Background: an optimization exercise with open tools, aiming at small area, a short achievable clock period and few clock cycles per item. Do not read the settings as production practice.
At most, simulation tests tie the RTL to the original design; equivalence was not proved.
Function not checked in runs 2 to 6: the RTL went through the layout flow alone.
Power and IR drop assume default switching activity.

--- config.mk ---
export PLATFORM = sky130hd
export DESIGN_NAME = lc4_processor
export DESIGN_NICKNAME = lc4_processor
export VERILOG_FILES = /design/flow/design.v
export SDC_FILE = /design/flow/constraint.sdc
export NUM_CORES = 4
export LEC_CHECK = 0
export CAP_MARGIN = 20
export CORE_MARGIN = 2
export CORE_UTILIZATION = 40
export SLEW_MARGIN = 20
--- constraint.sdc ---
create_clock -name core_clock -period 38.0 [get_ports {clk}]
set_input_delay 7.6000 -clock core_clock [delete_from_list [all_inputs] [get_ports {clk}]]
set_output_delay 7.6000 -clock core_clock [all_outputs]
set_load 0.01 [all_outputs]
--- design.v ---
`timescale 1ns / 1ps
`default_nettype none
`timescale 1ns / 1ps
`default_nettype none
`timescale 1ns / 1ps
`default_nettype none
`timescale 1ns / 1ps
`default_nettype none
module lc4_fastadd #(parameter N = 16)
   (input  wire [N-1:0] a,
    input  wire [N-1:0] b,
    input  wire         ci,
    output wire [N-1:0] s,
    output wire         co);
   localparam L = 5;                          
   wire [N:0] g [0:L];
   wire [N:0] p [0:L];
   assign g[0] = {a & b, ci};
   assign p[0] = {a ^ b, 1'b0};
   genvar l, i;
   generate
      for (l = 0; l < L; l = l + 1) begin : lev
         for (i = 0; i <= N; i = i + 1) begin : bi
            if ((i >> l) & 1) begin : comb
               localparam integer J = ((i >> (l + 1)) << (l + 1)) + (1 << l) - 1;
               assign g[l + 1][i] = g[l][i] | (p[l][i] & g[l][J]);
               assign p[l + 1][i] = p[l][i] & p[l][J];
            end else begin : pass
               assign g[l + 1][i] = g[l][i];
               assign p[l + 1][i] = p[l][i];
            end
         end
      end
   endgenerate
   assign s  = p[0][N:1] ^ g[L][N-1:0];
   assign co = g[L][N];
endmodule
`timescale 1ns / 1ps
`default_nettype none
`timescale 1ns / 1ps
`default_nettype none
module lc4_processor(input wire         clk,
                     input wire         rst,
                     input wire         gwe,
                     output wire [15:0] o_cur_pc,
                     input wire [15:0]  i_cur_insn_A,
                     input wire [15:0]  i_cur_insn_B,
                     output wire [15:0] o_dmem_addr,
                     input wire [15:0]  i_cur_dmem_data,
                     output wire        o_dmem_we,
                     output wire [15:0] o_dmem_towrite,
                     output wire [ 1:0] test_stall_A,
                     output wire [ 1:0] test_stall_B,
                     output wire [15:0] test_cur_pc_A,
                     output wire [15:0] test_cur_pc_B,
                     output wire [15:0] test_cur_insn_A,
                     output wire [15:0] test_cur_insn_B,
                     output wire        test_regfile_we_A,
                     output wire        test_regfile_we_B,
                     output wire [ 2:0] test_regfile_wsel_A,
                     output wire [ 2:0] test_regfile_wsel_B,
                     output wire [15:0] test_regfile_data_A,
                     output wire [15:0] test_regfile_data_B,
                     output wire        test_nzp_we_A,
                     output wire        test_nzp_we_B,
                     output wire [ 2:0] test_nzp_new_bits_A,
                     output wire [ 2:0] test_nzp_new_bits_B,
                     output wire        test_dmem_we_A,
                     output wire        test_dmem_we_B,
                     output wire [15:0] test_dmem_addr_A,
                     output wire [15:0] test_dmem_addr_B,
                     output wire [15:0] test_dmem_data_A,
                     output wire [15:0] test_dmem_data_B,
                     input  wire [ 7:0] switch_data,
                     output wire [15:0] seven_segment_data,
                     output wire [ 7:0] led_data
                     );
   localparam S   = 2;                        
   localparam NCH = 16 / S;                   
   reg [15:0] pc;                             
   reg        d_valid;                        
   reg [15:0] d_insn;                         
   reg        m_valid;                        
   reg [15:0] m_pc, m_insn, m_res, m_sdata;
   reg        m_rwe, m_nzp_we, m_load, m_store_we;
   reg [2:0]  m_wsel;
   reg        w_stall;                        
   reg [15:0] w_pc, w_insn, w_data, w_addr;
   reg        w_rwe, w_nzp_we, w_dwe, w_mem;
   reg [2:0]  w_wsel, w_nzp;
   reg [15:0] rf [0:7];
   reg [2:0]  nzp;
   reg [15:0] dv_r;                           
   reg [15:0] dv_a;                           
   reg [15-S:0] dv_q;                         
   reg [2:0]  dv_cnt;                         
   wire [15:0] I  = d_insn;
   wire [3:0]  op = I[15:12];
   wire op_br   = op == 4'b0000;
   wire op_ar   = op == 4'b0001;
   wire op_cmp  = op == 4'b0010;
   wire op_jsr  = op == 4'b0100;
   wire op_log  = op == 4'b0101;
   wire op_ldr  = op == 4'b0110;
   wire op_str  = op == 4'b0111;
   wire op_rti  = op == 4'b1000;
   wire op_con  = op == 4'b1001;
   wire op_sh   = op == 4'b1010;
   wire op_jmp  = op == 4'b1100;
   wire op_hic  = op == 4'b1101;
   wire op_trap = op == 4'b1111;
   wire is_sub   = op_ar & ~I[5] & (I[4:3] == 2'b10);
   wire is_mul   = op_ar & ~I[5] & (I[4:3] == 2'b01);
   wire is_div   = op_ar & ~I[5] & (I[4:3] == 2'b11);
   wire is_mod   = op_sh & (I[5:4] == 2'b11);
   wire is_divmod = is_div | is_mod;
   wire [2:0] rs_sel = (op_cmp | op_hic) ? I[11:9] : op_rti ? 3'd7 : I[8:6];
   wire [2:0] rt_sel = op_str ? I[11:9] : I[2:0];
   wire rs_re = op_ar | op_cmp | (op_jsr & ~I[11]) | op_log | op_ldr | op_str |
                op_rti | op_sh | (op_jmp & ~I[11]) | op_hic;
   wire rt_re = (op_ar & ~I[5]) | (op_cmp & ~I[8]) |
                (op_log & ~I[5] & (I[4:3] != 2'b01)) | op_str | is_mod;
   wire x_rwe = op_ar | op_jsr | op_log | op_ldr | op_con | op_sh | op_hic | op_trap;
   wire [2:0] x_wsel = (op_jsr | op_trap) ? 3'd7 : I[11:9];
   wire x_nzp_we = x_rwe | op_cmp;
   wire m_fwd = m_valid & m_rwe & ~m_load;
   wire [15:0] rs_val = (m_fwd && m_wsel == rs_sel) ? m_res : rf[rs_sel];
   wire [15:0] rt_val = (m_fwd && m_wsel == rt_sel) ? m_res : rf[rt_sel];
   wire m_ld = m_valid & m_load;
   wire br_real = op_br & (I[11:9] != 3'b000);
   wire lu_stall = m_ld & (((m_wsel == rs_sel) & rs_re) | ((m_wsel == rt_sel) & rt_re) | br_real);
   wire div_stall;
   wire x_stall = d_valid & (lu_stall | div_stall);
   wire [15:0] a = rs_val;
   wire [15:0] b = rt_val;
   wire [15:0] imm5 = {{11{I[4]}}, I[4:0]};
   wire [15:0] imm6 = {{10{I[5]}}, I[5:0]};
   wire [15:0] imm7 = {{9{I[6] & ~I[7]}}, I[6:0]};   
   wire [15:0] imm9 = {{7{I[8]}}, I[8:0]};
   wire addsub_neg = is_sub | op_cmp;
   wire [15:0] add_bsrc = (op_ldr | op_str) ? imm6 :
                          (op_ar & I[5])    ? imm5 :
                          (op_cmp & I[8])   ? imm7 : b;
   wire cmp_signed = ~I[7];
   wire a_x = op_cmp & cmp_signed & a[15];
   wire b_x = op_cmp & cmp_signed & add_bsrc[15];
   wire [16:0] sum;
   lc4_fastadd #(17) u_add (.a({a_x, a}), .b({b_x, add_bsrc} ^ {17{addsub_neg}}), .ci(addsub_neg),
                            .s(sum), .co());
   wire cmp_eq = (sum[15:0] == 16'd0);
   wire [15:0] cmp_res = cmp_eq ? 16'h0000 : sum[16] ? 16'hFFFF : 16'h0001;
   wire [15:0] mul_res = a * b;
   wire [15:0] logic_res = (I[5] | I[4:3] == 2'b00) ? (a & (I[5] ? imm5 : b)) :
                           (I[4:3] == 2'b01)        ? ~a :
                           (I[4:3] == 2'b10)        ? (a | b) : (a ^ b);
   wire [15:0] shl = a << I[3:0];
   wire [31:0] shr_w = {{16{I[4] & a[15]}}, a} >> I[3:0];
   wire [15:0] shr = shr_w[15:0];
   wire dv_first = (dv_cnt == 3'd0);
   wire [15:0] dvr [0:S];
   wire [S-1:0] dvq;
   wire [15:0] dv_num = dv_first ? a : dv_a;
   assign dvr[0] = dv_first ? 16'd0 : dv_r;
   genvar k;
   generate for (k = 0; k < S; k = k + 1) begin : dstep
      wire [16:0] sh = {dvr[k], dv_num[15 - k]};
      wire [16:0] df;
      wire ge;
      lc4_fastadd #(17) u_sub (.a(sh), .b(~{1'b0, b}), .ci(1'b1), .s(df), .co(ge));
      assign dvq[S - 1 - k] = ge;
      assign dvr[k + 1] = ge ? df[15:0] : sh[15:0];
   end endgenerate
   wire [NCH:1] lz;
   generate for (k = 1; k <= NCH; k = k + 1) begin : dlz
      assign lz[k] = ({{(16 - S * k){1'b0}}, a[15:16 - S * k]} < b);
   end endgenerate
   reg [3:0] dv_z;                            
   integer kk;
   always @(*) begin
      dv_z = 4'd0;
      for (kk = 1; kk <= NCH; kk = kk + 1) if (lz[kk]) dv_z = kk;
   end
   wire b_zero = (b == 16'd0);
   wire dv_now  = dv_first & (b_zero | lz[NCH]);    
   wire dv_last = (dv_cnt == NCH - 1);
   assign div_stall = is_divmod & ~dv_now & ~dv_last;
   wire [15:0] div_res = dv_now ? 16'd0 : {dv_q, dvq};
   wire [15:0] mod_res = dv_now ? (b_zero ? 16'd0 : a) : dvr[S];
   wire [15:0] dv_r_n = (dv_first & dv_z != 4'd0) ? (a >> (16 - S * dv_z)) : dvr[S];
   wire [15-S:0] dv_q_n = (dv_first & dv_z != 4'd0) ? {(16-S){1'b0}} : {dv_q[15-2*S:0], dvq};
   wire [15:0] dv_a_n = (dv_first & dv_z != 4'd0) ? (a << (S * dv_z)) : (dv_num << S);
   wire [2:0] dv_cnt_n = dv_first ? ((dv_z != 4'd0) ? dv_z[2:0] : 3'd1) : dv_cnt + 3'd1;
   wire [15:0] pc1 = pc;                      
   wire [15:0] d_pc = pc - 16'd1;
   reg [15:0] x_res;
   always @(*) begin
      case (op)
        4'b0001: x_res = is_mul ? mul_res : is_div ? div_res : sum[15:0];
        4'b0010: x_res = cmp_res;
        4'b0101: x_res = logic_res;
        4'b0110, 4'b0111: x_res = sum[15:0];
        4'b1001: x_res = imm9;
        4'b1010: x_res = is_mod ? mod_res : (I[5:4] == 2'b00) ? shl : shr;
        4'b1101: x_res = {I[7:0], a[7:0]};
        default: x_res = pc1;    
      endcase
   end
   wire m_nzw = m_valid & m_nzp_we;
   wire [2:0] m_nzp_bits = {m_res[15], m_res == 16'd0, ~m_res[15] & (m_res != 16'd0)};
   wire [2:0] cur_nzp = m_nzw ? m_nzp_bits : (~w_stall & w_nzp_we) ? w_nzp : nzp;
   wire br_taken = op_br & ((I[11:9] & cur_nzp) != 3'b000) & (I[8:0] != 9'd0);
   wire jmp_rel  = op_jmp & I[11] & (I[10:0] != 11'd0);
   wire [15:0] rel_tgt;
   lc4_fastadd #(16) u_tgt (.a(pc1), .b(op_br ? imm9 : {{5{I[10]}}, I[10:0]}), .ci(1'b0),
                            .s(rel_tgt), .co());
   wire redirect = d_valid & (br_taken | jmp_rel | op_jsr | op_rti | (op_jmp & ~I[11]) | op_trap);
   wire [15:0] tgt = (op_br | op_jmp & I[11]) ? rel_tgt :
                     (op_jsr & I[11])          ? {d_pc[15], I[10:0], 4'b0000} :
                     op_trap                   ? {8'h80, I[7:0]} : a;
   wire [15:0] w_data_n = m_load ? i_cur_dmem_data : m_store_we ? m_sdata : m_res;
   wire m_mem = m_load | m_store_we;
   always @(posedge clk) begin
      if (gwe) begin
         if (rst) begin
            pc      <= 16'h8200;
            d_valid <= 1'b0;
            m_valid <= 1'b0;
            w_stall <= 1'b1;
            nzp     <= 3'b000;
            dv_cnt  <= 3'd0;
         end else begin
            if (!x_stall) begin
               pc      <= redirect ? tgt : pc + 16'd1;
               d_valid <= ~redirect;
               d_insn  <= i_cur_insn_A;
            end
            if (d_valid & is_divmod & ~lu_stall)
               dv_cnt <= div_stall ? dv_cnt_n : 3'd0;
            m_valid <= d_valid & ~x_stall;
            w_stall <= ~m_valid;
            if (~w_stall & w_nzp_we) nzp <= w_nzp;
         end
         dv_r <= dv_r_n;
         dv_q <= dv_q_n;
         dv_a <= dv_a_n;
         m_pc       <= d_pc;
         m_insn     <= d_insn;
         m_res      <= x_res;
         m_sdata    <= rt_val;
         m_rwe      <= x_rwe;
         m_nzp_we   <= x_nzp_we;
         m_wsel     <= x_wsel;
         m_load     <= op_ldr;
         m_store_we <= op_str & d_valid & ~x_stall & ~rst;
         w_pc     <= m_pc;
         w_insn   <= m_insn;
         w_data   <= w_data_n;
         w_addr   <= m_mem ? m_res : 16'd0;
         w_rwe    <= m_rwe;
         w_nzp_we <= m_nzp_we;
         w_wsel   <= m_wsel;
         w_dwe    <= m_store_we;
         w_mem    <= m_mem;
         w_nzp    <= {w_data_n[15], w_data_n == 16'd0, ~w_data_n[15] & (w_data_n != 16'd0)};
      end
   end
   genvar g;
   generate for (g = 0; g < 8; g = g + 1) begin : regs
      always @(posedge clk) begin
         if (gwe) begin
            if (rst) rf[g] <= 16'd0;
            else if (m_valid & m_rwe & (m_wsel == g)) rf[g] <= m_load ? i_cur_dmem_data : m_res;
         end
      end
   end endgenerate
   assign o_cur_pc       = pc;
   assign o_dmem_addr    = m_res;
   assign o_dmem_we      = m_store_we;
   assign o_dmem_towrite = m_sdata;
   assign test_stall_A        = {1'b0, w_stall};
   assign test_cur_pc_A       = w_pc;
   assign test_cur_insn_A     = w_insn;
   assign test_regfile_we_A   = w_rwe;
   assign test_regfile_wsel_A = w_wsel;
   assign test_regfile_data_A = w_data;
   assign test_nzp_we_A       = w_nzp_we;
   assign test_nzp_new_bits_A = w_nzp;
   assign test_dmem_we_A      = w_dwe;
   assign test_dmem_addr_A    = w_addr;
   assign test_dmem_data_A    = w_mem ? w_data : 16'd0;
   assign test_stall_B        = 2'd1;
   assign test_cur_pc_B       = 16'd0;
   assign test_cur_insn_B     = 16'd0;
   assign test_regfile_we_B   = 1'b0;
   assign test_regfile_wsel_B = 3'd0;
   assign test_regfile_data_B = 16'd0;
   assign test_nzp_we_B       = 1'b0;
   assign test_nzp_new_bits_B = 3'd0;
   assign test_dmem_we_B      = 1'b0;
   assign test_dmem_addr_B    = 16'd0;
   assign test_dmem_data_B    = 16'd0;
   assign seven_segment_data = 16'h0000;
   assign led_data = 8'h00;
endmodule
--- run.sh ---
#!/bin/bash
# synth_recipe.tcl (not shown) runs the flow's synth.tcl, then flattens the netlist and writes it again
# the make line also repeats each setting of config.mk as NAME=value (left out here)
make -C /OpenROAD-flow-scripts/flow DESIGN_CONFIG=/design/flow/config.mk WORK_HOME=/design/flow/orfs CLKGATE_MAP_FILE= SYNTH_SCRIPT=/design/flow/synth_recipe.tcl finish
==> results of run 1 <==
==> how the worst max path moves through the flow <==
stage	startpoint	endpoint	slack, ps
after floorplan	rst	d_valid$_SDFFCE_PP0P_	28340
after global placement	d_insn[15]$_DFFE_PP_	m_res[15]$_DFFE_PP_	27440
after detailed placement	d_insn[15]$_DFFE_PP_	m_res[15]$_DFFE_PP_	27440
after CTS	d_insn[15]$_DFFE_PP_	m_res[15]$_DFFE_PP_	27360
after global routing	d_insn[15]$_DFFE_PP_	m_res[15]$_DFFE_PP_	26850
final	d_insn[15]$_DFFE_PP_	m_res[15]$_DFFE_PP_	27120
==> registers in the layout, summed over array words and instances (netlist names), 2 cells and up <==
| name | cells |
|---|---|
| w_nzp | 2 |
| w_insn | 16 |
| m_wsel | 3 |
| w_pc | 16 |
| rf | 128 |
| m_insn | 16 |
| dv_cnt | 3 |
| dv_a | 16 |
| m_sdata | 16 |
| nzp | 3 |
| dv_q | 14 |
| m_pc | 16 |
| m_res | 16 |
| w_addr | 16 |
| d_insn | 16 |
| w_data | 16 |
| w_wsel | 3 |
| dv_r | 16 |
| pc | 16 |
==> critical path: cells and delay by family, from the launching register on <==
| kind | cells | cell delay [ps] |
|---|---|---|
| AO/OA/AOI/OAI | 9 | 2080 |
| XOR/XNOR | 2 | 980 |
| adder cells (fa/ha/maj) | 8 | 3560 |
| buffers and inverters | 9 | 2440 |
| flip-flops | 1 | 320 |
| multiplexers | 2 | 840 |
| AND/OR/NAND/NOR | 2 | 340 |
==> kinds of logic (layout without fill, tap and decap cells) <==
family / after synthesis / count (layout) / synth area share [%]
AND/OR/NAND/NOR: 947 / 947 / 14.3
buffers and inverters: 547 / 575 / 8.30
XOR/XNOR: 127 / 127 / 3.58
other: 2 / 119 / 0.0236
flip-flops: 359 / 359 / 33.8
adder cells (fa/ha/maj): 319 / 319 / 14.7
AO/OA/AOI/OAI: 869 / 869 / 18.1
multiplexers: 173 / 173 / 7.12
==> power breakdown <==
part	switching (mW)	internal, mW
clock	0.176	0.232
sequential	0.0246	0.492
combinational	1.10	0.640
total	1.30	1.36
==> area by class of cell <==
| cell class | count | area share, % |
|---|---|---|
| flip-flops and latches | 359 | 30.1 |
| diodes | 3 | 0.0209 |
| clock inverters | 29 | 0.810 |
| inverters | 207 | 2.17 |
| well taps | 1050 | 3.67 |
| clock buffers | 48 | 3.00 |
| multi-input cells | 2551 | 52.9 |
| repair buffers | 291 | 7.33 |
==> layer usage <==
metal | part of all wire (%) | vias to the layer above | GRT usage [%]
li1 | - | 12180 | -
met1 | 40 | 13513 | 38.1
met2 | 44 | 1746 | 44.3
met3 | 12 | 330 | 7.52
met4 | 5.2 | 4 | 13.5
met5 | 0.026 | - | 0
==> per-stage QoR <==
| step | total power, mW | util (%) |
|---|---|---|
| 6_report | 2.66 | 45.4 |
| 5_1_grt | 2.84 | 45.4 |
| 4_1_cts | 2.62 | 45.4 |
| 3_5_place_dp | 2.20 | 43.7 |
| 3_3_place_gp | 2.19 | 43.7 |
| 2_1_floorplan | 1.63 | - |
==> layout by cell type (no fill, tap or decap), types with 35 or more instances in the layout <==
| cell type | count |
|---|---|
| and2_1 | 55 |
| mux2i_1 | 93 |
| nand2_1 | 262 |
| a21o_1 | 42 |
| clkbuf_16 | 42 |
| nand2b_1 | 59 |
| nand3_1 | 82 |
| buf_4 | 117 |
| nor3_1 | 52 |
| o21a_1 | 35 |
| ha_1 | 226 |
| inv_1 | 198 |
| fa_1 | 93 |
| edfxtp_1 | 359 |
| clkdlybuf4s50_1 | 171 |
| xor2_1 | 44 |
| nor2b_1 | 35 |
| conb_1 | 116 |
| mux4_2 | 36 |
| a211oi_1 | 67 |
| nor2_1 | 269 |
| mux2_2 | 38 |
| xnor2_1 | 81 |
| o22ai_1 | 35 |
| o21ai_0 | 182 |
| a21oi_1 | 215 |
==> summary.txt, run 1 <==
Status: finished clean
Synth Area per Inst: 9.53 um^2
CTS sink cnt: 359
Hold path start: m_insn[4]$_DFFE_PP_
Synth cell types: 110
Vias in the first global route: 26088
Pre-CTS WS: 27440 ps
Worst reg2reg path depth: 32
Synth async-reset ratio: 0%
Syn. warnings: 4
Initial antenna violation count: 4
H-tree depth: 2
Routed WL: 121 mm
Reg-to-reg endpoint: m_res[15]$_DFFE_PP_
Slew Viols, Final: 0
Detail-routed net length per standard cell: 26.7 um
Synth Register Bits: 359
Die area: 81900 um^2
Post-Syn Instances: 3343
DR vias: 27773
Postcts setup bufs: 0
Worst hold slack: 415 ps
Num CTS Buffers: 42
CP arrival: 11220 ps
CTS tree: done
Die Y-Extent: 286 um
Peak Freq: 91.9 MHz
Mapped Area: 31900 um^2
Hold EP: w_insn[4]$_DFFE_PP_
Slew at the pin closest to its max-slew limit: 1310 ps
Sequential area share after synthesis: 33.8%
Initial Util: 40.4%
CTS clk-pin slew, worst paths: 60 ps
Resize count post-CTS: 0
Via-to-Cell Ratio: 6.12
Leakage: 14.1 nW
Cell taking the most area after synthesis: edfxtp_1
Fillers: 7477
Critical path's most frequent cell: fa_1
WS Path Type: flop to flop
WHS Path Cells: 0
Post-synth top area share: 33.8%
Skew final: 51.9 ps
Routability cong.: 0.988
Final std cells w/o fill: 4538
Reg2Reg Setup Slack: 27120 ps
Worst-case clock buffer depth: 3
DRC Markers: 0
Area of the multi-input gates: 19000 um^2
I/O Pins: 314
Max-Cap Viols: 0
Worst path slowest cell: clkinv_1
Post-synth top cells: edfxtp_1 (359), nor2_1 (269), nand2_1 (262), ha_1 (226), a21oi_1 (218)
Dpl hpwl: 84.6 mm
Worst-Skew Late Latency: 610 ps
Final hold violations: 0
Number of I/O port buffers: 173
Worst setup margin: 27120 ps
Number of enable flip-flop cells after synthesis: 359
Largest net degree at the start of global routing: 86
Hold Buf Count CTS: 0
DRT Pass-1 Iters: 9
Period minus WS final: 10880 ps
Fin area: 35800 um^2
Required @ worst endpoint: 38340 ps
Starting DRT DRC Count: 3565
Gr usage total: 28.9%
Tcrit/Tclk final: 28.6%
Cell at the root of the clock tree: clkbuf_16
Slew headroom: 12.3%
Post-synth top flop: edfxtp_1
Most common cell in the synthesized netlist: edfxtp_1
Synth top area cells: edfxtp_1 (34%), ha_1 (8.9%), fa_1 (5.8%)
Register area: 10800 um^2
First-pass GRT wire length: 176 mm
Endpoints failing setup: 0
Pwr per Cell Area: 74.4 nW/um^2
Setup crit end kind: flop
RSZ-0062 raised after global routing: no
Core ar.: 78900 um^2
GR Overflow Total: 0
Nets: 3830
DP Area: 34400 um^2
Peak supply drop: 0.184 mV
Layout cells sized above 1: 9.24%
Dpl cells: 4457
Worst Path Max Fanout: 26
Worst Setup Start Kind: flop
DRT antenna net count: 0
Critical R2R Launch: d_insn[15]$_DFFE_PP_
Chip Width: 286 um
CP max stage delay: 820 ps
HP Class: flop to flop
Site row count: 103
Setup_tns: 0 ps
Layout area overhead: 12.5%
Testbench counts, summed over its fixed seeds: cycles 73,275, instructions 64,000.
==> inputs of run 2 (changes only) <==
--- a/design.v
+++ b/design.v
@@ -84,2 +84,3 @@
    reg [15:0] m_pc, m_insn, m_res, m_sdata;
+   reg [15:0] m_addr;                         
    reg        m_rwe, m_nzp_we, m_load, m_store_we;
@@ -93,4 +94,3 @@
    reg [15:0] dv_r;                           
-   reg [15:0] dv_a;                           
-   reg [15-S:0] dv_q;                         
+   reg [15:0] dv_aq;                          
    reg [2:0]  dv_cnt;                         
@@ -126,4 +126,8 @@
    wire m_fwd = m_valid & m_rwe & ~m_load;
-   wire [15:0] rs_val = (m_fwd && m_wsel == rs_sel) ? m_res : rf[rs_sel];
-   wire [15:0] rt_val = (m_fwd && m_wsel == rt_sel) ? m_res : rf[rt_sel];
+   wire [15:0] r_86  = (m_fwd && m_wsel == I[8:6])  ? m_res : rf[I[8:6]];
+   wire [15:0] r_119 = (m_fwd && m_wsel == I[11:9]) ? m_res : rf[I[11:9]];
+   wire [15:0] r_20  = (m_fwd && m_wsel == I[2:0])  ? m_res : rf[I[2:0]];
+   wire [15:0] r_7   = (m_fwd && m_wsel == 3'd7)    ? m_res : rf[7];
+   wire [15:0] rs_val = (op_cmp | op_hic) ? r_119 : op_rti ? r_7 : r_86;
+   wire [15:0] rt_val = op_str ? r_119 : r_20;
    wire m_ld = m_valid & m_load;
@@ -139,3 +143,3 @@
    wire [15:0] imm9 = {{7{I[8]}}, I[8:0]};
-   wire addsub_neg = is_sub | op_cmp;
+   wire addsub_neg = is_sub | op_cmp | is_divmod;
    wire [15:0] add_bsrc = (op_ldr | op_str) ? imm6 :
@@ -161,3 +165,3 @@
    wire [S-1:0] dvq;
-   wire [15:0] dv_num = dv_first ? a : dv_a;
+   wire [15:0] dv_aq_in = dv_first ? a : dv_aq;
    assign dvr[0] = dv_first ? 16'd0 : dv_r;
@@ -165,3 +169,3 @@
    generate for (k = 0; k < S; k = k + 1) begin : dstep
-      wire [16:0] sh = {dvr[k], dv_num[15 - k]};
+      wire [16:0] sh = {dvr[k], dv_aq_in[15 - k]};
       wire [16:0] df;
@@ -172,22 +176,17 @@
    end endgenerate
-   wire [NCH:1] lz;
-   generate for (k = 1; k <= NCH; k = k + 1) begin : dlz
-      assign lz[k] = ({{(16 - S * k){1'b0}}, a[15:16 - S * k]} < b);
-   end endgenerate
-   reg [3:0] dv_z;                            
-   integer kk;
-   always @(*) begin
-      dv_z = 4'd0;
-      for (kk = 1; kk <= NCH; kk = kk + 1) if (lz[kk]) dv_z = kk;
-   end
+   wire [15:0] dv_aq_step = {dv_aq_in[15-S:0], dvq};
    wire b_zero = (b == 16'd0);
-   wire dv_now  = dv_first & (b_zero | lz[NCH]);    
+   wire lz16 = sum[16];                       
+   wire lz8  = ({8'd0, a[15:8]} < b);         
+   wire lz4  = ({4'd0, a[15:4]} < b);         
+   wire dv_now  = dv_first & (b_zero | lz16);
    wire dv_last = (dv_cnt == NCH - 1);
    assign div_stall = is_divmod & ~dv_now & ~dv_last;
-   wire [15:0] div_res = dv_now ? 16'd0 : {dv_q, dvq};
+   wire [15:0] div_res = dv_now ? 16'd0 : dv_aq_step;
    wire [15:0] mod_res = dv_now ? (b_zero ? 16'd0 : a) : dvr[S];
-   wire [15:0] dv_r_n = (dv_first & dv_z != 4'd0) ? (a >> (16 - S * dv_z)) : dvr[S];
-   wire [15-S:0] dv_q_n = (dv_first & dv_z != 4'd0) ? {(16-S){1'b0}} : {dv_q[15-2*S:0], dvq};
-   wire [15:0] dv_a_n = (dv_first & dv_z != 4'd0) ? (a << (S * dv_z)) : (dv_num << S);
-   wire [2:0] dv_cnt_n = dv_first ? ((dv_z != 4'd0) ? dv_z[2:0] : 3'd1) : dv_cnt + 3'd1;
+   wire sk4 = dv_first & lz4;
+   wire sk8 = dv_first & lz8 & ~lz4;
+   wire [15:0] dv_r_n  = sk4 ? {4'd0, a[15:4]} : sk8 ? {8'd0, a[15:8]} : dvr[S];
+   wire [15:0] dv_aq_n = sk4 ? {a[3:0], 12'd0} : sk8 ? {a[7:0], 8'd0} : dv_aq_step;
+   wire [2:0] dv_cnt_n = sk4 ? 3'd6 : sk8 ? 3'd4 : dv_cnt + 3'd1;
    wire [15:0] pc1 = pc;                      
@@ -242,5 +241,4 @@
          end
-         dv_r <= dv_r_n;
-         dv_q <= dv_q_n;
-         dv_a <= dv_a_n;
+         dv_r  <= dv_r_n;
+         dv_aq <= dv_aq_n;
          m_pc       <= d_pc;
@@ -248,2 +246,3 @@
          m_res      <= x_res;
+         m_addr     <= sum[15:0];
          m_sdata    <= rt_val;
@@ -257,3 +256,3 @@
          w_data   <= w_data_n;
-         w_addr   <= m_mem ? m_res : 16'd0;
+         w_addr   <= m_mem ? m_addr : 16'd0;
          w_rwe    <= m_rwe;
@@ -276,3 +275,3 @@
    assign o_cur_pc       = pc;
-   assign o_dmem_addr    = m_res;
+   assign o_dmem_addr    = m_addr;
    assign o_dmem_we      = m_store_we;
==> run 2 against run 1 <==
Compared with the run above: via count fell by 2.9%; clock skew fell by 4.2 ps; sequential share of layout area rose by 1.3 points.
==> summary.txt, run 2 <==
Post-synth top flop: edfxtp_1
Pwr Total: 2.33 mW (-13%)
Worst Setup Start Kind: flop
Detail-routed net length per standard cell: 27.5 um (+2.9%)
Layout cells sized above 1: 7.43% (-1.8 points)
Syn. warnings: 4 (unchanged)
Routability cong.: 1.03 (+4.5%)
Switching Fraction: 45.7% (-3.1 points)
Pwr per Cell Area: 67.4 nW/um^2 (-9.4%)
Post-synth top area share: 35.1% (+1.3 points)
CTS tree: done
Critical R2R Launch: d_insn[10]$_DFFE_PP_
Clk pwr share: 16.4% (+1.1 points)
Die Y-Extent: 282 um (-1.6%)
WS Path Type: flop to flop
First-pass GRT wire length: 174 mm (-1.3%)
Leakage: 13.5 nW (-4.1%)
Routed WL: 121 mm (about the same)
Starting DRT DRC Count: 3466 (-2.8%)
Dpl hpwl: 85.6 mm (+1.2%)
DRC Markers: 0 (unchanged)
DP Area: 33200 um^2 (-3.5%)
Synth top area cells: edfxtp_1 (35%), ha_1 (6.7%), fa_1 (6.0%)
Peak supply drop: 0.0753 mV (-59%)
Hold path start: m_pc[5]$_DFFE_PP_
Layout area overhead: 11.9%
Crit path from: d_insn[10]$_DFFE_PP_
Tcrit/Tclk final: 28.0% (-0.67 points)
Met2 routed WL: 52.9 mm (+0.15%)
Synth async-reset ratio: 0% (unchanged)
Worst Path Max Fanout: 36 (+38%)
Gr usage total: 29.9% (+1.0 points)
Peak Freq: 94.1 MHz (+2.4%)
Sequential area share after synthesis: 35.1% (+1.3 points)
Max reg flops: 128 (unchanged)
Post-synth top cells: edfxtp_1 (361), nor2_1 (322), nand2_1 (240), inv_1 (214), a21oi_1 (193)
Synth cell types: 99 (-10%)
CTS sink cnt: 361 (+0.56%)
Cell taking the most area after synthesis: edfxtp_1
Setup crit end kind: flop
RSZ-0062 raised after global routing: no
DRT antenna net count: 0 (unchanged)
Fin area: 34500 um^2 (-3.7%)
Final Util: 45.4% (-0.062 points)
Max-Cap Viols: 0 (unchanged)
I/O Pins: 314 (unchanged)
Combinational share of power: 60.8% (-4.5 points)
Worst path slowest cell: nand2_1
DR vias: 26971 (-2.9%)
Most common cell in the synthesized netlist: edfxtp_1
P_int: 1.26 mW (-7.3%)
Slew Viols, Final: 0 (unchanged)
Chip Width: 282 um (-1.6%)
NetSw: 1.06 mW (-18%)
Dpl cells: 4337 (-2.7%)
H-tree depth: 2 (unchanged)
Flop pwr share: 22.8% (+3.4 points)
Required @ worst endpoint: 38330 ps (about the same)
Final hold violations: 0 (unchanged)
CP max stage delay: 740 ps (-80 ps)
Period minus WS final: 10630 ps (-256 ps)
Met3 WL: 13.2 mm (-6.2%)
Slew at the pin closest to its max-slew limit: 1190 ps (-116 ps)
Slew headroom: 19.5% (+7.2 points)
Final std cells w/o fill: 4408 (-2.9%)
Nets: 3667 (-4.3%)
Postcts setup bufs: 0 (unchanged)
CP arrival: 10950 ps (-270 ps)
Most common cell after layout, fill and taps aside: edfxtp_1
Resize count post-CTS: 0 (unchanged)
Met1 WL: 47.8 mm (-0.21%)
DRT Pass-1 Iters: 7 (-2)
Site row count: 101 (-1.9%)
Setup_tns: 0 ps (unchanged)
Skew final: 47.6 ps (-4.21 ps)
Post-Syn Instances: 3265 (-2.3%)
Initial Util: 40.5% (+0.15 points)
Fillers: 7337 (-1.9%)
Via-to-Cell Ratio: 6.12 (about the same)
Synth Register Bits: 361 (+0.56%)
Worst-case clock buffer depth: 3 (unchanged)
Highest routed layer: met5
Status: finished clean
Worst-Skew Late Latency: 610 ps (about the same)
Crit path max-delay family: compound AO/OA/AOI/OAI gates
Endpoints failing setup: 0 (unchanged)
Vias in the first global route: 25307 (-3.0%)
CTS clk-pin slew, worst paths: 60 ps (about the same)
Num CTS Buffers: 41 (-2.4%)
Largest Register: rf
Die area: 79300 um^2 (-3.1%)
Mapped Area: 30800 um^2 (-3.2%)
HP Class: flop to flop
Core ar.: 76100 um^2 (-3.5%)
Hold Buf Count CTS: 0 (unchanged)
Synth Area per Inst: 9.45 um^2 (-0.88%)
Initial antenna violation count: 4 (unchanged)
GR Overflow Total: 0 (unchanged)
Commonest cells after routing, fill and taps aside: edfxtp_1 (361), nor2_1 (320), nand2_1 (240)
Cell at the root of the clock tree: clkbuf_16
Number of I/O port buffers: 173 (unchanged)
Largest net degree at the start of global routing: 82 (-4.7%)
Number of enable flip-flop cells after synthesis: 361 (+0.56%)
WP buf/inv: 5 (-4)
-- run 2: worst register-to-register path: cells and delay by family, from the launching register on --
family	cells	cell delay, ps
xor+xnor	1	290
simple gates	6	2020
flops	1	320
buf+inv	5	1690
fa+ha+maj	2	630
compound gates	17	4710
mux	2	700
-- run 2: kinds of logic after synthesis --
logic type | count (synthesis) | synth area share [%]
xor+xnor | 129 | 3.71
flops | 361 | 35.1
buf+inv | 561 | 8.58
simple gates | 909 | 14.0
fa+ha+maj | 258 | 12.7
mux | 199 | 7.53
compound gates | 846 | 18.3
other cells | 2 | 0.0244
-- run 2: layout make-up --
cell class / instances / area (um^2) / share of cell area [%]
clock buffers: 48 / 1050 / 3.05
well taps: 1030 / 1290 / 3.73
multi-input cells: 2457 / 17900 / 51.7
clock inverters: 22 / 206 / 0.598
inverters: 223 / 837 / 2.42
flip-flops and latches: 361 / 10800 / 31.4
repair buffers: 266 / 2430 / 7.04
diodes: 1 / 2.50 / 0.00725
-- run 2: path summary, 6_finish.rpt --
check / slack (ps) / to / cells past startpoint
max reg2reg: 27380 / m_res[6]$_DFFE_PP_ / 33
min reg2reg: 420 / w_pc[5]$_DFFE_PP_ / 0
max: 27380 / m_res[6]$_DFFE_PP_ / 33
min: 420 / w_pc[5]$_DFFE_PP_ / 0
-- run 2: power by group through the flow --
stage                     clock [mW]  combinational, mW  sequential, mW
after floorplan                    0              0.926           0.530
after global placement             0               1.37           0.537
after detailed placement           0               1.38           0.538
after CTS                      0.387               1.40           0.529
after global routing           0.401               1.56           0.534
final                          0.381               1.42           0.530
-- run 2: metrics by stage --
step / hold WS [ps] / setup slack (ps)
final: 416 / 27380
after global routing: 424 / 27160
after CTS: 418 / 27670
after global placement: 401 / 27840
after detailed placement: 405 / 27770
after floorplan: 400 / 29030
-- run 2: routing by layer --
| layer | up-vias | GRT usage, % |
|---|---|---|
| li1 | 11768 | - |
| met1 | 13097 | 39.4 |
| met2 | 1716 | 46.1 |
| met3 | 386 | 6.90 |
| met4 | 4 | 15.2 |
| met5 | - | 0 |
==> inputs of run 3 (changes only) <==
--- a/config.mk
+++ b/config.mk
@@ -7,5 +7,5 @@
 export LEC_CHECK = 0
-export CAP_MARGIN = 20
+export CAP_MARGIN = 50
 export CORE_MARGIN = 2
 export CORE_UTILIZATION = 40
-export SLEW_MARGIN = 20
+export SLEW_MARGIN = 70
==> run 3 against run 2 <==
Compared with the run above: still clean on timing, DRC and antenna; register-to-register slack improved by 1100 ps; critical path depth rose by 2; wire length rose by 0.70%; critical path type unchanged; largest cell class unchanged; largest power group unchanged; highest routed layer unchanged.
==> summary.txt, run 3 <==
GR Overflow Total: 0 (unchanged)
First-pass GRT wire length: 176 mm (+1.2%)
Required @ worst endpoint: 38360 ps (+30 ps)
Chip Width: 282 um (unchanged)
Peak supply drop: 0.0979 mV (+30%)
DP Area: 34300 um^2 (+3.1%)
DRT Pass-1 Iters: 8 (+1)
Site row count: 101 (unchanged)
Endpoints failing setup: 0 (unchanged)
Post-synth top area share: 35.1% (unchanged)
Crit path max-delay family: compound AO/OA/AOI/OAI gates
Post-synth top flop: edfxtp_1
WP buf/inv: 6 (+1)
Routed WL: 122 mm (+0.70%)
Hold Buf Count CTS: 0 (unchanged)
CP arrival: 9850 ps (-1100 ps)
Fillers: 7172 (-2.2%)
DRT antenna net count: 0 (unchanged)
Mapped Area: 30800 um^2 (unchanged)
Sequential area share after synthesis: 35.1% (unchanged)
Cell at the root of the clock tree: clkbuf_16
Gr usage total: 30.3% (+0.38 points)
Setup crit end kind: flop
Most Crowded Layer GR: met2
Cell taking the most area after synthesis: edfxtp_1
Detail-routed net length per standard cell: 27.3 um (-0.59%)
Post-Syn Instances: 3265 (unchanged)
Initial Util: 40.5% (unchanged)
Slew headroom: 66.6% (+47 points)
Most common cell after layout, fill and taps aside: edfxtp_1
Leakage: 14.0 nW (+3.7%)
Max reg flops: 128 (unchanged)
Worst Path Max Fanout: 24 (-33%)
Synth cell types: 99 (unchanged)
Vias in the first global route: 25620 (+1.2%)
Status: finished clean
RSZ-0062 raised after global routing: no
Worst path slowest cell: or4b_2
WS Path Type: flop to flop
Synth Register Bits: 361 (unchanged)
Core ar.: 76100 um^2 (unchanged)
Layout cells sized above 1: 12.8% (+5.4 points)
Syn. warnings: 4 (unchanged)
Nets: 3719 (+1.4%)
Commonest cells after routing, fill and taps aside: edfxtp_1 (361), nor2_1 (306), nand2_1 (233)
CTS sink cnt: 361 (unchanged)
Final Util: 47.1% (+1.7 points)
Fin area: 35800 um^2 (+3.7%)
Dpl hpwl: 87.4 mm (+2.1%)
Slew Viols, Final: 0 (unchanged)
Number of I/O port buffers: 173 (unchanged)
CTS clk-pin slew, worst paths: 60 ps (about the same)
Met1 global-route usage: 40.1% (+0.75 points)
Die area: 79300 um^2 (unchanged)
Final hold violations: 0 (unchanged)
Layout area overhead: 16.1%
Skew final: 40.0 ps (-7.63 ps)
Synth Area per Inst: 9.45 um^2 (unchanged)
DRC Markers: 0 (unchanged)
Initial antenna violation count: 5 (+1)
Tcrit/Tclk final: 25.0% (-3.0 points)
Number of enable flip-flop cells after synthesis: 361 (unchanged)
GRT met3 Usage: 7.66% (+0.76 points)
Worst-case clock buffer depth: 3 (unchanged)
Max-Cap Viols: 0 (unchanged)
Slew at the pin closest to its max-slew limit: 500 ps (-694 ps)
Setup_tns: 0 ps (unchanged)
CTS tree: done
Most common cell in the synthesized netlist: edfxtp_1
Worst-Skew Late Latency: 600 ps (about the same)
Period minus WS final: 9500 ps (-1130 ps)
H-tree depth: 2 (unchanged)
Resize count post-CTS: 0 (unchanged)
Via-to-Cell Ratio: 6.10 (-0.30%)
Num CTS Buffers: 41 (unchanged)
Largest net degree at the start of global routing: 66 (-20%)
Pwr per Cell Area: 67.2 nW/um^2 (-0.36%)
I/O Pins: 314 (unchanged)
Synth top area cells: edfxtp_1 (35%), ha_1 (6.7%), fa_1 (6.0%)
Routability cong.: 1.03 (unchanged)
Post-synth top cells: edfxtp_1 (361), nor2_1 (322), nand2_1 (240), inv_1 (214), a21oi_1 (193)
HP Class: flop to flop
M2 GR Usage: 45.9% (-0.24 points)
CP max stage delay: 810 ps (+70 ps)
Peak Freq: 105 MHz (+12%)
DR vias: 27237 (+0.99%)
Worst Setup Start Kind: flop
Register area: 10800 um^2 (unchanged)
Starting DRT DRC Count: 3794 (+9.5%)
Synth async-reset ratio: 0% (unchanged)
Area of the multi-input gates: 18500 um^2 (+3.8%)
Largest Register: rf
Die Y-Extent: 282 um (unchanged)
Postcts setup bufs: 0 (unchanged)
Pwr Total: 2.41 mW (+3.4%)
-- run 3: cell counts after synthesis --
No cell type changed its count.
-- run 3: final timing paths --
check	from	end	slack [ps]	depth (start not counted)
worst min register to register	m_pc[5]$_DFFE_PP_	w_pc[5]$_DFFE_PP_	420	0
worst min-delay path	m_pc[5]$_DFFE_PP_	w_pc[5]$_DFFE_PP_	420	0
worst max register to register	d_insn[15]$_DFFE_PP_	m_res[0]$_DFFE_PP_	28500	35
worst max-delay path	d_insn[15]$_DFFE_PP_	m_res[0]$_DFFE_PP_	28500	35
-- run 3: stage by stage --
step | hold WS, ps | setup slack, ps | std cells
3_5_place_dp | 405 | 28440 | 4379
4_1_cts | 416 | 28430 | 4452
2_1_floorplan | 400 | 29030 | 3379
3_3_place_gp | 401 | 27840 | 4337
5_1_grt | 418 | 28050 | 4462
6_report | 416 | 28500 | 4465
-- run 3: cell families after synthesis --
logic type                 after synthesis  synth area share, %
muxes                                  199                 7.53
xor gates and xnor gates               129                 3.71
buffers and inverters                  561                 8.58
adders and majority gates              258                 12.7
AOI/OAI and AO/OA                      846                 18.3
and+or+nand+nor                        909                 14.0
other                                    2               0.0244
DFF                                    361                 35.1
-- run 3: power breakdown --
group	leakage, nW	switching, mW	internal, mW
clock	0.611	0.171	0.210
combinational	9.87	0.899	0.600
sequential	3.53	0.0259	0.500
-- run 3: cell type report --
class / instances / share of cell area [%]
flip-flops and latches: 361 / 30.3
multi-input cells: 2457 / 51.8
inverters: 223 / 2.37
repair buffers: 318 / 8.43
diodes: 3 / 0.0210
clock buffers: 46 / 2.98
well taps: 1030 / 3.60
clock inverters: 27 / 0.545
-- run 3: metal layers --
| layer | up-vias | wire (um) |
|---|---|---|
| met3 | 400 | 14400 |
| met4 | 8 | 7020 |
| met5 | - | 48 |
| li1 | 11892 | - |
| met2 | 1824 | 53100 |
| met1 | 13113 | 47400 |
==> inputs of run 4 (changes only) <==
--- a/design.v
+++ b/design.v
@@ -155,3 +155,3 @@
    wire [15:0] cmp_res = cmp_eq ? 16'h0000 : sum[16] ? 16'hFFFF : 16'h0001;
-   wire [15:0] mul_res = a * b;
+   wire [15:0] mul_res = r_86 * r_20;       
    wire [15:0] logic_res = (I[5] | I[4:3] == 2'b00) ? (a & (I[5] ? imm5 : b)) :
@@ -162,2 +162,4 @@
    wire [15:0] shr = shr_w[15:0];
+   wire [15:0] da = r_86;                     
+   wire [15:0] db = r_20;
    wire dv_first = (dv_cnt == 3'd0);
@@ -165,3 +167,3 @@
    wire [S-1:0] dvq;
-   wire [15:0] dv_aq_in = dv_first ? a : dv_aq;
+   wire [15:0] dv_aq_in = dv_first ? da : dv_aq;
    assign dvr[0] = dv_first ? 16'd0 : dv_r;
@@ -172,3 +174,3 @@
       wire ge;
-      lc4_fastadd #(17) u_sub (.a(sh), .b(~{1'b0, b}), .ci(1'b1), .s(df), .co(ge));
+      lc4_fastadd #(17) u_sub (.a(sh), .b(~{1'b0, db}), .ci(1'b1), .s(df), .co(ge));
       assign dvq[S - 1 - k] = ge;
@@ -177,6 +179,6 @@
    wire [15:0] dv_aq_step = {dv_aq_in[15-S:0], dvq};
-   wire b_zero = (b == 16'd0);
+   wire b_zero = (db == 16'd0);
    wire lz16 = sum[16];                       
-   wire lz8  = ({8'd0, a[15:8]} < b);         
-   wire lz4  = ({4'd0, a[15:4]} < b);         
+   wire lz8  = ({8'd0, da[15:8]} < db);         
+   wire lz4  = ({4'd0, da[15:4]} < db);         
    wire dv_now  = dv_first & (b_zero | lz16);
@@ -185,7 +187,7 @@
    wire [15:0] div_res = dv_now ? 16'd0 : dv_aq_step;
-   wire [15:0] mod_res = dv_now ? (b_zero ? 16'd0 : a) : dvr[S];
+   wire [15:0] mod_res = dv_now ? (b_zero ? 16'd0 : da) : dvr[S];
    wire sk4 = dv_first & lz4;
    wire sk8 = dv_first & lz8 & ~lz4;
-   wire [15:0] dv_r_n  = sk4 ? {4'd0, a[15:4]} : sk8 ? {8'd0, a[15:8]} : dvr[S];
-   wire [15:0] dv_aq_n = sk4 ? {a[3:0], 12'd0} : sk8 ? {a[7:0], 8'd0} : dv_aq_step;
+   wire [15:0] dv_r_n  = sk4 ? {4'd0, da[15:4]} : sk8 ? {8'd0, da[15:8]} : dvr[S];
+   wire [15:0] dv_aq_n = sk4 ? {da[3:0], 12'd0} : sk8 ? {da[7:0], 8'd0} : dv_aq_step;
    wire [2:0] dv_cnt_n = sk4 ? 3'd6 : sk8 ? 3'd4 : dv_cnt + 3'd1;
==> run 4 against run 3 <==
Compared with the run above: still clean on timing, DRC and antenna; maximum frequency shrank 0.46%; hold slack gained 1.0 ps; sequential power is essentially flat; core utilization grew 0.15 points; count of clock-buffer cells in the layout is the same; register-to-register slack gained 90 ps; area after synthesis grew 1.5%; power shrank 11%; clock skew grew 6.3 ps; critical path type is now flop to primary output.
==> summary.txt, run 4 <==
Largest net degree at the start of global routing: 53 (-20%)
Vias in the first global route: 25960 (+1.3%)
I/O Pins: 314 (unchanged)
Slew headroom: 64.8% (-1.8 points)
Hold path start: m_pc[15]$_DFFE_PP_
WHS Path Cells: 0 (unchanged)
Reg2Reg Setup Slack: 28590 ps (+90 ps)
Endpoints failing setup: 0 (unchanged)
Slew at the pin closest to its max-slew limit: 522 ps (+21.1 ps)
Layout cells sized above 1: 13.8% (+0.97 points)
Syn. warnings: 4 (unchanged)
Initial antenna violation count: 4 (-1)
Number of I/O port buffers: 173 (unchanged)
Worst Setup Start Kind: flop
Final hold violations: 0 (unchanged)
Pwr Total: 2.14 mW (-11%)
Routability cong.: 1.04 (+0.96%)
Peak supply drop: 0.0747 mV (-24%)
Required @ worst endpoint: 30400 ps (-7960 ps)
Synth async-reset ratio: 0% (unchanged)
RSZ-0062 raised after global routing: no
Nets: 3802 (+2.2%)
Hold EP: w_pc[15]$_DFFE_PP_
Starting DRT DRC Count: 3918 (+3.3%)
Cell at the root of the clock tree: clkbuf_16
Die Y-Extent: 284 um (+0.72%)
Largest Register: rf
DR vias: 27593 (+1.3%)
Num CTS Buffers: 40 (-2.4%)
CTS sink cnt: 361 (unchanged)
Post-synth top flop: edfxtp_1
Worst-Skew Late Latency: 610 ps (about the same)
Commonest cells after routing, fill and taps aside: edfxtp_1 (361), nor2_1 (300), nand2_1 (264)
Site row count: 102 (+0.99%)
Post-synth top area share: 34.6% (-0.51 points)
Most common cell after layout, fill and taps aside: edfxtp_1
Worst-case clock buffer depth: 3 (unchanged)
Mapped Area: 31300 um^2 (+1.5%)
DRC Markers: 0 (unchanged)
Layout area overhead: 16.9%
Status: finished clean
Sequential area share after synthesis: 34.6% (-0.51 points)
Post-synth top cells: edfxtp_1 (361), nor2_1 (316), nand2_1 (270), inv_1 (230), a21oi_1 (197)
WS Path Type: flop to primary output
Detail-routed net length per standard cell: 27.2 um (-0.55%)
Via-to-Cell Ratio: 6.04 (-0.98%)
Dpl hpwl: 91.2 mm (+4.4%)
Synth Register Bits: 361 (unchanged)
Max reg flops: 128 (unchanged)
Max-Cap Viols: 0 (unchanged)
Pwr per Cell Area: 58.5 nW/um^2 (-13%)
Postcts setup bufs: 0 (unchanged)
Routed WL: 124 mm (+1.7%)
Worst reg2reg path depth: 33 (-5.7%)
Post-Syn Instances: 3333 (+2.1%)
Worst Path Max Fanout: 19 (-21%)
Hold Buf Count CTS: 0 (unchanged)
First-pass GRT wire length: 180 mm (+2.5%)
Cells along the critical path: buf_4, clkdlybuf4s50_1
Gr usage total: 30.1% (-0.23 points)
Resize count post-CTS: 0 (unchanged)
GR Overflow Total: 0 (unchanged)
Skew final: 46.3 ps (+6.28 ps)
Worst setup margin: 28460 ps (-44.2 ps)
Peak Freq: 105 MHz (-0.46%)
Tcrit/Tclk final: 25.1% (+0.12 points)
Slew Viols, Final: 0 (unchanged)
Initial Util: 40.4% (-0.15 points)
Synth top area cells: edfxtp_1 (35%), ha_1 (6.3%), fa_1 (5.9%)
Critical R2R Launch: d_insn[1]$_DFFE_PP_
HP Class: flop to flop
Chip Width: 284 um (+0.72%)
CTS tree: done
Synth Area per Inst: 9.39 um^2 (-0.61%)
CP arrival: 1940 ps (-7910 ps)
CTS clk-pin slew, worst paths: 80 ps (+20 ps)
DRT Pass-1 Iters: 8 (unchanged)
Synth cell types: 107 (+8.1%)
Setup crit end kind: primary output
Number of enable flip-flop cells after synthesis: 361 (unchanged)
Die area: 80500 um^2 (+1.4%)
Core ar.: 77500 um^2 (+1.8%)
Cell taking the most area after synthesis: edfxtp_1
Pre-CTS WS: 28600 ps (+162 ps)
Worst path slowest cell: clkdlybuf4s50_1
Reg-to-reg endpoint: m_res[12]$_DFFE_PP_
DRT antenna net count: 0 (unchanged)
Leakage: 14.4 nW (+2.7%)
Setup_tns: 0 ps (unchanged)
Most common cell in the synthesized netlist: edfxtp_1
CP max stage delay: 620 ps (-190 ps)
Period minus WS final: 9540 ps (+44.2 ps)
H-tree depth: 2 (unchanged)
-- run 4: cell type report --
cell class                 count  area [um^2]
multi-input combinational   2515        19000
fill                        7397        40900
clock inverter                28          284
tap                         1040         1300
timing repair buffer         336         3170
sequential                   361        10800
inverter                     239          915
clock buffer                  46         1040
antenna                        3         7.51
-- run 4: critical path, delay by kind of cell (launching register included) --
kind / cells / cell delay, ps
buffers and inverters: 2 / 990
DFF: 1 / 320
-- run 4: worst max-delay path by stage --
stage	from	depth (start not counted)	end	slack, ps
CTS	pc[3]$_SDFFCE_PP0P_	2	o_cur_pc[3]	28440
global placement	d_insn[6]$_DFFE_PP_	32	m_res[12]$_DFFE_PP_	27380
finish	m_store_we$_DFFE_PP_	2	o_dmem_we	28460
global route	d_insn[1]$_DFFE_PP_	34	m_res[12]$_DFFE_PP_	28270
detailed placement	gwe	5	rf[4][4]$_SDFFCE_PP0P_	28600
floorplan	rst	3	rf[2][0]$_SDFFCE_PP0P_	29070
-- run 4: metal layers --
metal	track usage (%)	up-vias	share of wire (%)
met4	15.8	2	5.7
met3	6.66	331	11
li1	-	12171	-
met1	41.2	13348	41
met2	44.3	1741	43
met5	0	-	0.0056
-- run 4: logic make-up after synthesis --
| group | after synthesis | synth area share, % |
|---|---|---|
| multiplexers | 208 | 7.69 |
| AO/OA/AOI/OAI | 863 | 18.5 |
| other | 2 | 0.0240 |
| adder cells (fa/ha/maj) | 250 | 12.2 |
| buffers and inverters | 571 | 8.97 |
| XOR/XNOR | 128 | 3.69 |
| AND/OR/NAND/NOR | 950 | 14.3 |
| flip-flops | 361 | 34.6 |
-- run 4: power breakdown --
part	internal [mW]	switching (mW)	total (mW)
registers	0.500	0.0253	0.526
clock network	0.222	0.179	0.400
logic	0.473	0.741	1.21
total	1.20	0.945	2.14
-- run 4: stage by stage --
step,cell area [um^2],instances,util [%],hold WS [ps]
floorplan,31700,3447,-,400
global placement,33700,4433,43.5,401
detailed placement,35000,4478,45.2,405
CTS,36300,4552,46.9,419
global route,36600,4565,47.2,423
finish,36600,4568,47.2,417
==> inputs of run 5 (changes only) <==
==> flow/run.sh (new file) <==
#!/bin/bash
set -euo pipefail
cat >> config.mk <<'EOC'
export BUFFER_PORTS_ARGS = -buffer_cell sky130_fd_sc_hd__buf_4
EOC
bash standard.sh > flow.log 2>&1
==> standard.sh (new file) <==
#!/bin/bash
# synth_recipe.tcl (not shown) runs the flow's synth.tcl, then flattens the netlist and writes it again
# the make line also repeats each setting of config.mk as NAME=value (left out here)
make -C /OpenROAD-flow-scripts/flow DESIGN_CONFIG=/design/flow/config.mk WORK_HOME=/design/flow/orfs CLKGATE_MAP_FILE= SYNTH_SCRIPT=/design/flow/synth_recipe.tcl "${@:-finish}"
--- a/config.mk
+++ b/config.mk
@@ -11 +11,2 @@
 export SLEW_MARGIN = 70
+export BUFFER_PORTS_ARGS = -buffer_cell sky130_fd_sc_hd__buf_4
removed: run.sh
==> run 5 against run 4 <==
Compared with the run above: critical path depth rose by 31; sequential share of layout area rose by 0.48 points; clock power fell by 1%; sequential power barely moved; non-clock buffer count fell by 5; via count rose by 0.13%; wire length fell by 1.8%; largest power group unchanged; clock skew fell by 3.7 ps; hold slack got worse by 5.6 ps; global-route usage fell by 0.66 points.
==> summary.txt, run 5 <==
Status: finished clean
Die Y-Extent: 284 um (unchanged)
Largest net degree at the start of global routing: 53 (unchanged)
Initial Util: 40.4% (unchanged)
Endpoints failing setup: 0 (unchanged)
Worst-case clock buffer depth: 3 (unchanged)
Post-Syn Instances: 3333 (unchanged)
Post-synth top area share: 34.6% (unchanged)
Leakage: 14.5 nW (+0.88%)
CP max stage delay: 500 ps (-120 ps)
Synth top area cells: edfxtp_1 (35%), ha_1 (6.3%), fa_1 (5.9%)
Max-Cap Viols: 0 (unchanged)
Commonest cells after routing, fill and taps aside: edfxtp_1 (361), nor2_1 (297), nand2_1 (265), buf_4 (265), inv_1 (226)
Layout area overhead: 15.0%
Layout cells sized above 1: 18.2% (+4.4 points)
Most common cell in the synthesized netlist: edfxtp_1
Number of I/O port buffers: 173 (unchanged)
Mapped Area: 31300 um^2 (unchanged)
Setup crit end kind: flop
HP Class: flop to flop
Critical path's most frequent cell: a21oi_1
DRT antenna net count: 0 (unchanged)
Syn. warnings: 4 (unchanged)
RSZ-0062 raised after global routing: no
CTS sink cnt: 361 (unchanged)
Final hold violations: 0 (unchanged)
CTS tree: done
Worst Setup Start Kind: flop
Largest Register: rf
Worst Path Max Fanout: 38 (+19)
Chip Width: 284 um (unchanged)
Synth Register Bits: 361 (unchanged)
Hold Buf Count CTS: 0 (unchanged)
Worst path slowest cell: a41oi_1
Slew at the pin closest to its max-slew limit: 520 ps (-1.70 ps)
H-tree depth: 2 (unchanged)
Slew headroom: 64.9% (+0.11 points)
Worst-Skew Late Latency: 600 ps (about the same)
WS Path Type: flop to flop
Required @ worst endpoint: 38320 ps (+7920 ps)
Site row count: 102 (unchanged)
Peak Freq: 104 MHz (-0.95%)
Via-to-Cell Ratio: 6.07 (+0.44%)
Post-synth top flop: edfxtp_1
Slew Viols, Final: 0 (unchanged)
Dpl hpwl: 89.5 mm (-1.9%)
Cell taking the most area after synthesis: edfxtp_1
Most common cell after layout, fill and taps aside: edfxtp_1
First-pass GRT wire length: 178 mm (-1.6%)
Core ar.: 77500 um^2 (unchanged)
I/O Pins: 314 (unchanged)
Max reg flops: 128 (unchanged)
Gr usage total: 29.4% (-0.66 points)
DRC Markers: 0 (unchanged)
CP arrival: 9950 ps (+8010 ps)
Final Util: 46.5% (-0.75 points)
Num CTS Buffers: 39 (-2.5%)
Initial antenna violation count: 3 (-1)
Die area: 80500 um^2 (unchanged)
Final std cells w/o fill: 4554 (-0.31%)
Nets: 3796 (-0.16%)
Synth async-reset ratio: 0% (unchanged)
Cell at the root of the clock tree: clkbuf_16
Routability cong.: 1.08 (+3.7%)
DRT Pass-1 Iters: 6 (-2)
Pwr Total: 2.16 mW (+0.95%)
Pwr per Cell Area: 60.0 nW/um^2 (+2.6%)
Setup_tns: 0 ps (unchanged)
Vias in the first global route: 26055 (+0.37%)
Resize count post-CTS: 0 (unchanged)
Dpl cells: 4474 (-0.089%)
Peak supply drop: 0.0887 mV (+19%)
Synth Area per Inst: 9.39 um^2 (unchanged)
GR Overflow Total: 0 (unchanged)
Starting DRT DRC Count: 3693 (-5.7%)
Sequential area share after synthesis: 34.6% (unchanged)
Skew final: 42.6 ps (-3.68 ps)
Post-synth top cells: edfxtp_1 (361), nor2_1 (316), nand2_1 (270), inv_1 (230), a21oi_1 (197)
Detail-routed net length per standard cell: 26.7 um (-1.5%)
Postcts setup bufs: 0 (unchanged)
Routed WL: 122 mm (-1.8%)
Number of enable flip-flop cells after synthesis: 361 (unchanged)
Period minus WS final: 9630 ps (+91.8 ps)
Synth cell types: 107 (unchanged)
Tcrit/Tclk final: 25.3% (+0.24 points)
DR vias: 27630 (+0.13%)
CTS clk-pin slew, worst paths: 60 ps (-20 ps)
-- run 5: power breakdown --
group | total [mW] | switching, mW | internal (mW)
clock | 0.395 | 0.172 | 0.224
combinational | 1.24 | 0.763 | 0.475
sequential | 0.527 | 0.0265 | 0.500
total | 2.16 | 0.961 | 1.20
-- run 5: worst paths after layout --
kind         cells past startpoint                  to  slack [ps]           startpoint
max reg2reg                     33  m_res[4]$_DFFE_PP_       28370  d_insn[8]$_DFFE_PP_
min reg2reg                      0   w_pc[9]$_DFFE_PP_         410    m_pc[9]$_DFFE_PP_
max                             33  m_res[4]$_DFFE_PP_       28370  d_insn[8]$_DFFE_PP_
min                              0   w_pc[9]$_DFFE_PP_         410    m_pc[9]$_DFFE_PP_
-- run 5: metrics by stage --
step                      setup slack (ps)  hold slack (ps)  instance area [um^2]
after floorplan                      29070              400                 31700
after global placement               27400              401                 33200
after detailed placement             28710              405                 34400
after CTS                            28640              418                 35700
after global routing                 28100              425                 36000
final                                28370              411                 36000
-- run 5: area by class of cell --
type | instances | area [um^2]
antenna | 1 | 2.50
clock buffer | 42 | 987
clock inverter | 25 | 299
fill | 7412 | 41500
inverter | 239 | 912
multi-input combinational | 2515 | 19000
sequential | 361 | 10800
tap | 1040 | 1300
timing repair buffer | 331 | 2660
-- run 5: critical path, delay by kind of cell, from the launching register on --
kind	cells	cell delay (ps)
adders and majority gates	2	560
and+or+nand+nor	7	1600
DFF	1	350
AOI/OAI and AO/OA	17	4840
buffers and inverters	5	1280
muxes	2	630
-- run 5: kinds of logic after synthesis --
family | after synthesis | synth area share, %
simple gates | 950 | 14.3
compound gates | 863 | 18.5
buf+inv | 571 | 8.97
flops | 361 | 34.6
fa+ha+maj | 250 | 12.2
mux | 208 | 7.69
xor+xnor | 128 | 3.69
other cells | 2 | 0.0240
-- run 5: per-layer routing --
metal | up-vias | global-route usage, % | wire length [um]
li1 | 12162 | - | -
met1 | 13332 | 40.5 | 49700
met2 | 1761 | 43.3 | 51300
met3 | 373 | 6.30 | 13400
met4 | 2 | 15.4 | 7300
met5 | - | 0 | 7
==> inputs of run 6 (changes only) <==
--- a/design.v
+++ b/design.v
@@ -80,2 +80,3 @@
    reg [15:0] pc;                             
+   reg [15:0] pc_o;                           
    reg        d_valid;                        
@@ -198,3 +199,3 @@
       case (op)
-        4'b0001: x_res = is_mul ? mul_res : is_div ? div_res : sum[15:0];
+        4'b0001: x_res = is_mul ? mul_res : sum[15:0];
         4'b0010: x_res = cmp_res;
@@ -203,3 +204,3 @@
         4'b1001: x_res = imm9;
-        4'b1010: x_res = is_mod ? mod_res : (I[5:4] == 2'b00) ? shl : shr;
+        4'b1010: x_res = (I[5:4] == 2'b00) ? shl : shr;
         4'b1101: x_res = {I[7:0], a[7:0]};
@@ -226,2 +227,3 @@
             pc      <= 16'h8200;
+            pc_o    <= 16'h8200;
             d_valid <= 1'b0;
@@ -234,2 +236,3 @@
                pc      <= redirect ? tgt : pc + 16'd1;
+               pc_o    <= redirect ? tgt : pc_o + 16'd1;
                d_valid <= ~redirect;
@@ -247,3 +250,3 @@
          m_insn     <= d_insn;
-         m_res      <= x_res;
+         m_res      <= is_divmod ? (is_div ? div_res : mod_res) : x_res;    
          m_addr     <= sum[15:0];
@@ -276,3 +279,3 @@
    end endgenerate
-   assign o_cur_pc       = pc;
+   assign o_cur_pc       = pc_o;
    assign o_dmem_addr    = m_addr;
==> run 6 against run 5 <==
Compared with the run above: sequential power up 4.7%; highest routed layer is now met4; core utilization is 0.49 points higher; largest power group unchanged; sequential share of layout area grew 0.45 points; still clean on timing, DRC and antenna; clock power up 13%.
==> summary.txt, run 6 <==
Status: finished clean
DRT Pass-1 Iters: 5 (-1)
Slew Viols, Final: 0 (unchanged)
Routed WL: 123 mm (+1.4%)
Met3 WL: 13.4 mm (about the same)
Pwr per Cell Area: 63.1 nW/um^2 (+5.2%)
Pwr Total: 2.34 mW (+8.2%)
Tcrit/Tclk final: 24.4% (-0.98 points)
Starting DRT DRC Count: 3473 (-6.0%)
Hold Buf Count CTS: 0 (unchanged)
Worst path slowest cell: a2111oi_4
Skew final: 28.5 ps (-14.1 ps)
H-tree depth: 2 (unchanged)
Required @ worst endpoint: 38330 ps (about the same)
Largest family of logic cells by synthesized area: compound AO/OA/AOI/OAI gates
Post-synth top flop: edfxtp_1
Sequential area share after synthesis: 35.6% (+0.91 points)
Resize count post-CTS: 0 (unchanged)
Syn. warnings: 4 (unchanged)
Dpl hpwl: 91.3 mm (+2.0%)
Final hold violations: 0 (unchanged)
Most common cell after layout, fill and taps aside: edfxtp_1
Met1 WL: 48.7 mm (-2.2%)
Post-synthesis simple-gate area fraction: 14.4% (+0.097 points)
Peak supply drop: 0.0887 mV (about the same)
Mux contribution to synthesized area: 7.41% (-0.29 points)
Worst Setup Start Kind: flop
Setup crit end kind: flop
Hold EP: w_pc[10]$_DFFE_PP_
Commonest cells after routing, fill and taps aside: edfxtp_1 (377), buf_4 (264), nor2_1 (260)
RSZ-0062 raised after global routing: no
Postcts setup bufs: 0 (unchanged)
Post-Syn Instances: 3343 (+0.30%)
Via-to-Cell Ratio: 6.06 (-0.15%)
Period minus WS final: 9260 ps (-372 ps)
Largest Register: rf
Site row count: 103 (+0.98%)
Max reg flops: 128 (unchanged)
Post-synth top area share: 35.6% (+0.91 points)
Initial antenna violation count: 2 (-1)
Initial Util: 40.4% (about the same)
Max-Cap Viols: 0 (unchanged)
Vias in the first global route: 26564 (+2.0%)
WHS Path Cells: 0 (unchanged)
Critical R2R Launch: d_insn[0]$_DFFE_PP_
First-pass GRT wire length: 179 mm (+0.74%)
Chip Width: 286 um (+0.86%)
Setup_tns: 0 ps (unchanged)
Cell taking the most area after synthesis: edfxtp_1
DR vias: 27964 (+1.2%)
Leakage: 14.9 nW (+2.8%)
Die area: 81900 um^2 (+1.7%)
Layout cells sized above 1: 19.0% (+0.72 points)
I/O Pins: 314 (unchanged)
DRC Markers: 0 (unchanged)
Synth cell types: 99 (-7.5%)
Worst reg2reg path depth: 33 (unchanged)
Hold path start: m_pc[10]$_DFFE_PP_
Worst-case clock buffer depth: 3 (unchanged)
Die Y-Extent: 286 um (+0.86%)
HP Class: flop to flop
Synth async-reset ratio: 0% (unchanged)
CTS clk-pin slew, worst paths: 60 ps (about the same)
Endpoints failing setup: 0 (unchanged)
Nets: 3837 (+1.1%)
Reg2Reg Setup Slack: 28740 ps (+370 ps)
Compound-Gate Fraction of Synth Area: 18.2% (-0.29 points)
Fillers: 7461 (+0.66%)
Core ar.: 78900 um^2 (+1.8%)
Post-Synth XOR/XNOR Area: 4.09% (+0.39 points)
Routability cong.: 1.02 (-6.1%)
[run 6: cell types whose count changed after synthesis, moves of 17 or more]
cell     previous run  this run
a31oi_1            29         9
nor2_1            316       272
a22oi_1            32        11
xnor2_1            86       104
mux2i_1           157       140
a21oi_1           197       228
[run 6: worst max path at each step]
| stage | startpoint | endpoint | slack (ps) | cells after the start |
|---|---|---|---|---|
| after detailed placement | gwe | pc[14]$_SDFFCE_PP0P_ | 28120 | 6 |
| after floorplan | rst | d_valid$_SDFFCE_PP0P_ | 28670 | 3 |
| after CTS | gwe | pc[15]$_SDFFCE_PP1P_ | 28730 | 6 |
| after global routing | d_insn[0]$_DFFE_PP_ | m_res[7]$_DFFE_PP_ | 28350 | 33 |
| final | d_insn[0]$_DFFE_PP_ | m_res[7]$_DFFE_PP_ | 28740 | 33 |
| after global placement | d_insn[0]$_DFFE_PP_ | m_res[7]$_DFFE_PP_ | 26610 | 29 |
[run 6: per-layer routing]
layer | vias to the layer above | track usage (%)
met3 | 360 | 7.63
met4 | 0 | 14.7
met5 | - | 0
li1 | 12330 | -
met1 | 13609 | 38.9
met2 | 1665 | 44.7
[run 6: kinds of logic (layout without fill, tap and decap cells)]
| logic type | Yosys count | in the layout |
|---|---|---|
| simple gates | 948 | 948 |
| compound gates | 860 | 860 |
| buf+inv | 559 | 666 |
| flops | 377 | 377 |
| fa+ha+maj | 251 | 251 |
| mux | 199 | 199 |
| xor+xnor | 147 | 147 |
| other cells | 2 | 118 |
[run 6: cell type report]
cell class	count	area (um^2)	share of cell area (%)
inverters	244	922	2.49
clock buffers	54	1240	3.36
repair buffers	336	2660	7.18
flip-flops and latches	377	11300	30.6
clock inverters	32	280	0.757
diodes	2	5.00	0.0135
multi-input cells	2521	19300	52.1
well taps	1050	1310	3.55
[run 6: power breakdown]
| part | switching [mW] | internal [mW] | total (mW) |
|---|---|---|---|
| logic | 0.811 | 0.529 | 1.34 |
| clock network | 0.184 | 0.263 | 0.447 |
| registers | 0.0286 | 0.523 | 0.552 |
[run 6: per-stage QoR]
step | instances | instance area, um^2 | hold slack [ps] | worst slack, ps
floorplan | 3457 | 32300 | 400 | 28670
global placement | 4468 | 34000 | 402 | 26610
detailed placement | 4522 | 35200 | 405 | 28120
CTS | 4608 | 36800 | 412 | 28730
global route | 4614 | 37000 | 422 | 28350
finish | 4616 | 37000 | 412 | 28740
[run 6: worst max-delay path: cells and delay by family, from the launching register on]
kind | cells | cell delay, ps
compound gates | 15 | 3800
xor+xnor | 1 | 180
fa+ha+maj | 2 | 670
buf+inv | 8 | 2260
flops | 1 | 340
mux | 2 | 730
simple gates | 5 | 910

## separate check: timing with driven ports
No port has a modelled driver above. Below, the same layouts with a new extraction and two added sets of constraints.
Step 1 sets driving cells, clkbuf_16 on the clock port and buf_2 on the other inputs (assumed; they add their load-dependent delay and slew).
Step 2, shift: input delay + t, output delay - t, t = (earliest + latest rising clock arrival at the registers) / 2. This alone moves slack from input paths to output paths.
Slacks: no drivers / after step 1 / after step 2; pairs: no drivers / after step 1.
run	shift t [ns]	setup WS [ns]
run 1	0.653	27.119 / 27.119 / 27.119
run 2	0.651	27.375 / 27.375 / 27.375
run 3	0.645	28.504 / 28.469 / 28.448
run 4	0.657	28.460 / 28.393 / 28.588
run 5	0.647	28.368 / 28.368 / 28.368
run 6	0.646	28.740 / 28.740 / 28.208
After both steps every run listed still meets setup and hold.
